This is an optimization exercise on Yosys and OpenROAD, whose aim is small area, a short achievable clock period and few clock cycles, not a production implementation. At most, simulation tests tie the RTL to the original design; equivalence was not proved.

// viterbi_top
module viterbi_top #(
    parameter N = 8,    
    parameter I = 3,    
    parameter K = 3,    
    parameter W = 16    
)(
    input                      clk,
    input                      rst_n,
    input                      start,
    input  [2:0]               length,
    input  [1:0]               obs_in,
    input                      obs_valid,
    input  signed [W-1:0]      logA_0,  logA_1,  logA_2,
    input  signed [W-1:0]      logA_3,  logA_4,  logA_5,
    input  signed [W-1:0]      logA_6,  logA_7,  logA_8,
    input  signed [W-1:0]      logC_0,  logC_1,  logC_2,
    input  signed [W-1:0]      logB_0,  logB_1,  logB_2,
    input  signed [W-1:0]      logB_3,  logB_4,  logB_5,
    input  signed [W-1:0]      logB_6,  logB_7,  logB_8,
    output [1:0]               path_0,
    output [1:0]               path_1,
    output [1:0]               path_2,
    output [1:0]               path_3,
    output [1:0]               path_4,
    output [1:0]               path_5,
    output [1:0]               path_6,
    output [1:0]               path_7,
    output reg                 done
);
Size: about 4200 cells after synthesis.
export LEC_CHECK = 0
export ABC_AREA = 1
export CAP_MARGIN = 20
export CORE_MARGIN = 2
export CORE_UTILIZATION = 40
export SLEW_MARGIN = 20
export SYNTH_HIERARCHICAL = 1
export TNS_END_PERCENT = 0
create_clock -name core_clock -period 12.0 [get_ports {clk}]
standard.sh (not shown) runs the stock make flow with config.mk's settings and CLKGATE_MAP_FILE= SYNTH_SCRIPT=/design/flow/synth_recipe.tcl, a recipe that flattens the netlist after the stock synthesis.
==> flow/flow/run.sh <==
#!/bin/bash
# The standard layout (standard.sh), with plain buffers on the ports and
# timing repair aimed below the clock period.
set -euo pipefail
bash standard.sh \
  "BUFFER_PORTS_ARGS=-buffer_cell sky130_fd_sc_hd__buf_2" \
  SETUP_SLACK_MARGIN=7.0  "ADDER_MAP_FILE=" \
  finish > standard.log 2>&1
The starting point completed without violations.
Next try:
--- a/flow/flow/run.sh
+++ b/flow/flow/run.sh
@@ -5,4 +5,4 @@
 bash standard.sh \
   "BUFFER_PORTS_ARGS=-buffer_cell sky130_fd_sc_hd__buf_2" \
-  SETUP_SLACK_MARGIN=7.0  "ADDER_MAP_FILE=" \
+  SETUP_SLACK_MARGIN=6.5  "ADDER_MAP_FILE=" \
   finish > standard.log 2>&1
Settings changed: TNS_END_PERCENT 0 to unset.
Result: Design area hardly moves; first-iteration DRC count is higher by 7.4%; final cell count barely changes; maximum frequency came out lower by 0.33%; global-route usage falls by 0.19 points; setup slack gets worse by 0.018 ns; hold slack gains 0.0058 ns; routed wire length is higher by 0.63%; area after synthesis does not change; critical path depth rises by 1.
Function was not checked in any run of this note: the RTL went through the layout flow alone.

---

build 59:
Another version of the RTL of viterbi_top (not shown whole).
Size: about 3600 cells after synthesis, about 95 flip-flops, about 360 I/O pins, about 22000 sq um of cells after synthesis.
clock: 12.0 ns
lec_check: 0
abc_area: 1
cap_margin: 20
core_margin: 2
core_utilization: 40
slew_margin: 20
run.sh (not shown) runs the stock make flow with config.mk's settings and CLKGATE_MAP_FILE= SYNTH_SCRIPT=/design/flow/synth_recipe.tcl, a recipe that flattens the netlist after the stock synthesis.
Stock flow here: none of the scripts above is used.
The inputs of build 9 differ from those of build 59 as listed below.
==> flow/flow/run.sh (new file) <==
#!/bin/bash
# Standard layout, with plain buffers on the ports and timing repair aimed
# below the clock period.
set -euo pipefail
bash standard.sh \
  "BUFFER_PORTS_ARGS=-buffer_cell sky130_fd_sc_hd__buf_2" \
  SETUP_SLACK_MARGIN=6.5 \
  finish > standard.log 2>&1
==> flow/standard.sh (new file) <==
#!/bin/bash
# synth_recipe.tcl (not shown) runs the flow's synth.tcl, then flattens the netlist and writes it again
# the make line also repeats each setting of config.mk as NAME=value (left out here)
make -C /OpenROAD-flow-scripts/flow DESIGN_CONFIG=/design/flow/config.mk WORK_HOME=/design/flow/orfs CLKGATE_MAP_FILE= SYNTH_SCRIPT=/design/flow/synth_recipe.tcl "${@:-finish}"
removed: flow/run.sh
Of build 9 and build 59, build 59 shows the lower per-cell via count in the routed design, with build 9 above it.
Delta (build 9 minus build 59): worst clock skew increased by 3.1 ps relative to the old numbers, proportion of cell area occupied by registers lost 1.4 points.
Each of the runs, namely build 9 and build 59, reached the end of the flow and came out clean.
Build 9 against build 59: area growth from synthesis to layout rose by 19 points; post-route fraction of the period consumed by the critical path fell by 14 points.
## Diff of input files: build 5 against build 9
# build 9
export LEC_CHECK = 0
export ABC_AREA = 1
export CAP_MARGIN = 20
export CORE_MARGIN = 2
export CORE_UTILIZATION = 40
export SLEW_MARGIN = 20
create_clock -name core_clock -period 12.0 [get_ports {clk}]
# build 5
export LEC_CHECK = 0
export ABC_AREA = 1
export CAP_MARGIN = 20
export CORE_MARGIN = 2
export CORE_UTILIZATION = 40
export SETUP_SLACK_MARGIN = 4
export SLEW_MARGIN = 20
create_clock -name core_clock -period 12.0 [get_ports {clk}]
==> flow/run.sh (new file) <==
#!/bin/bash
# synth_recipe.tcl (not shown) runs the flow's synth.tcl, then flattens the netlist and writes it again
# the make line also repeats each setting of config.mk as NAME=value (left out here)
make -C /OpenROAD-flow-scripts/flow DESIGN_CONFIG=/design/flow/config.mk WORK_HOME=/design/flow/orfs CLKGATE_MAP_FILE= SYNTH_SCRIPT=/design/flow/synth_recipe.tcl finish
removed: flow/flow/run.sh
removed: flow/standard.sh
All of build 9 and build 5 finish clean. [compare] base=build 9 new=build 5: met2 track utilization from global routing saw a decrease, final wirelength saw a decrease, global-route usage saw a decrease. For build 5, the cell at the slowest stage of the critical path was sky130_fd_sc_hd__nor2_2, unlike build 9, where it was sky130_fd_sc_hd__fa_2.
Changes in build 27 relative to build 5:
# build 5
export LEC_CHECK = 0
export ABC_AREA = 1
export CAP_MARGIN = 20
export CORE_MARGIN = 2
export CORE_UTILIZATION = 40
export SETUP_SLACK_MARGIN = 4
export SLEW_MARGIN = 20
create_clock -name core_clock -period 12.0 [get_ports {clk}]
# build 27
export LEC_CHECK = 0
export ABC_AREA = 1
export CAP_MARGIN = 20
export CORE_MARGIN = 2
export CORE_UTILIZATION = 40
export SETUP_SLACK_MARGIN = 5
export SLEW_MARGIN = 20
create_clock -name core_clock -period 12.0 [get_ports {clk}]
Notes after the runs:
Compared with build 5, build 27 shows a higher design area.
Summary of the comparison: met2 capacity usage during global routing is higher in build 27, relative to build 5.
Looking at build 27 and build 5, the hold slack is a wash.
Build 27 reports a higher signed area change from the synthesized netlist to the final layout than build 5 does.
Delta (build 27 minus build 5): average via count per standard cell now larger.
Against build 5, first-pass GRT wire length in build 27 came out worse.
When build 27 is set beside build 5, its final critical-path setup slack turns out to be 720 ps larger.
Critical path depth went down by a few percent going from build 5 to build 27.
No run of this note included a check of the RTL's function; only the layout flow was run.

---

viterbi_top, a different RTL version from the one above (not shown whole).
For scale: ~4100 cells after synthesis, ~240 flip-flops, about 360 I/O pins, roughly 0.023 mm² of cells after synthesis.
Settings: LEC_CHECK=0, ABC_AREA=1, CAP_MARGIN=20, CORE_MARGIN=2, CORE_UTILIZATION=40, SLEW_MARGIN=20; clock period 12.0 ns.
standard.sh (not shown) runs the stock make flow with config.mk's settings and CLKGATE_MAP_FILE= SYNTH_SCRIPT=/design/flow/synth_recipe.tcl, a recipe that flattens the netlist after the stock synthesis.
==> flow/flow/run.sh <==
#!/bin/bash
# The standard layout (standard.sh), with plain buffers on the ports and
# timing repair aimed below the clock period.
set -euo pipefail
bash standard.sh \
  "BUFFER_PORTS_ARGS=-buffer_cell sky130_fd_sc_hd__buf_2" \
  SETUP_SLACK_MARGIN=7.0  "ADDER_MAP_FILE=" \
  finish > standard.log 2>&1
The baseline went through all stages and came out clean.
Testbench counts at the start, summed over its fixed seeds: cycles 44,222.
Edit:
--- a/flow/flow/run.sh
+++ b/flow/flow/run.sh
@@ -6,3 +6,3 @@
   "BUFFER_PORTS_ARGS=-buffer_cell sky130_fd_sc_hd__buf_2" \
-  SETUP_SLACK_MARGIN=7.0  "ADDER_MAP_FILE=" \
+  SETUP_SLACK_MARGIN=6.5  \
   finish > standard.log 2>&1
Result: Area after synthesis goes down by a little under a tenth. Sequential share of layout area is lower by 0.48 points. Utilization increases by 5.0 points. Wire length is lower by a few percent. Worst setup slack gains 0.19 ns. Design area rises by a few percent.
Edit:
--- a/flow/flow/run.sh
+++ b/flow/flow/run.sh
@@ -6,3 +6,3 @@
   "BUFFER_PORTS_ARGS=-buffer_cell sky130_fd_sc_hd__buf_2" \
-  SETUP_SLACK_MARGIN=6.5  \
+  SETUP_SLACK_MARGIN=6.5  "ADDER_MAP_FILE=" \
   finish > standard.log 2>&1
Settings changed: ABC_AREA 1 to unset.
The new run passed the timing, DRC and antenna checks.
Wire length rises by roughly a tenth.
First-iteration DRC count falls by a little under a tenth.
Core utilization rises by 0.51 points.
Synthesized area rises by a few percent.
Sequential cell count does not change.
Synthesized cell count falls by about a fifth.
Edit:
Settings changed: ABC_AREA set to 1.
The new run finished with timing, DRC and antenna clean.
Via count went up by roughly a tenth.
Non-clock buffer count went down by 163.
Final cell count went up by a quarter to a third.
Clock skew went up by 0.025 ns.

==> what the ideal ports hide <==
The results above use ideal ports. As a check the final layouts listed here were re-extracted and re-timed, cells and wires unchanged.
Step 1: set_driving_cell puts a clkbuf_16 on clk and a buf_2 on each other input, an assumption about the parent block.
Step 2 also shifts input and output timing later by t, the mid clock arrival at the registers, as if the neighbouring blocks saw the same clock.
a / b / c = ideal / step 1 / step 2; a / b = the first two.
| run | t (ns) | setup slack, ns | worst setup path after step 2 | pins driven straight from the clock port |
|---|---|---|---|---|
| the first run of note 1 | 0.667 | 6.621 / 6.555 / 6.184 | input to register | 1 |
| the second run of note 1 | 0.657 | 6.603 / 6.542 / 6.289 | input to register | 1 |
| build 59 | 0.433 | 4.544 / 4.570 / 4.137 | input to register | 1 |
| build 9 | 0.441 | 6.221 / 6.221 / 5.781 | input to register | 1 |
| build 5 | 0.433 | 4.544 / 4.570 / 4.137 | input to register | 1 |
| build 27 | 0.435 | 5.268 / 5.302 / 4.868 | input to register | 1 |
| the first run of note 3 | 0.664 | 6.131 / 6.072 / 6.564 | input to register | 1 |
| the second run of note 3 | 0.658 | 6.324 / 6.320 / 5.766 | input to register | 1 |
| the third run of note 3 | 0.671 | 2.798 / 2.732 / 3.402 | register to output | 1 |
| the fourth run of note 3 | 0.652 | 6.120 / 6.062 / 6.194 | input to register | 1 |
After both steps every run listed still meets setup and hold. For the second run of note 3, which loses most, drivers alone change the setup slack by -0.004 ns; drivers and shift together by -0.558 ns.
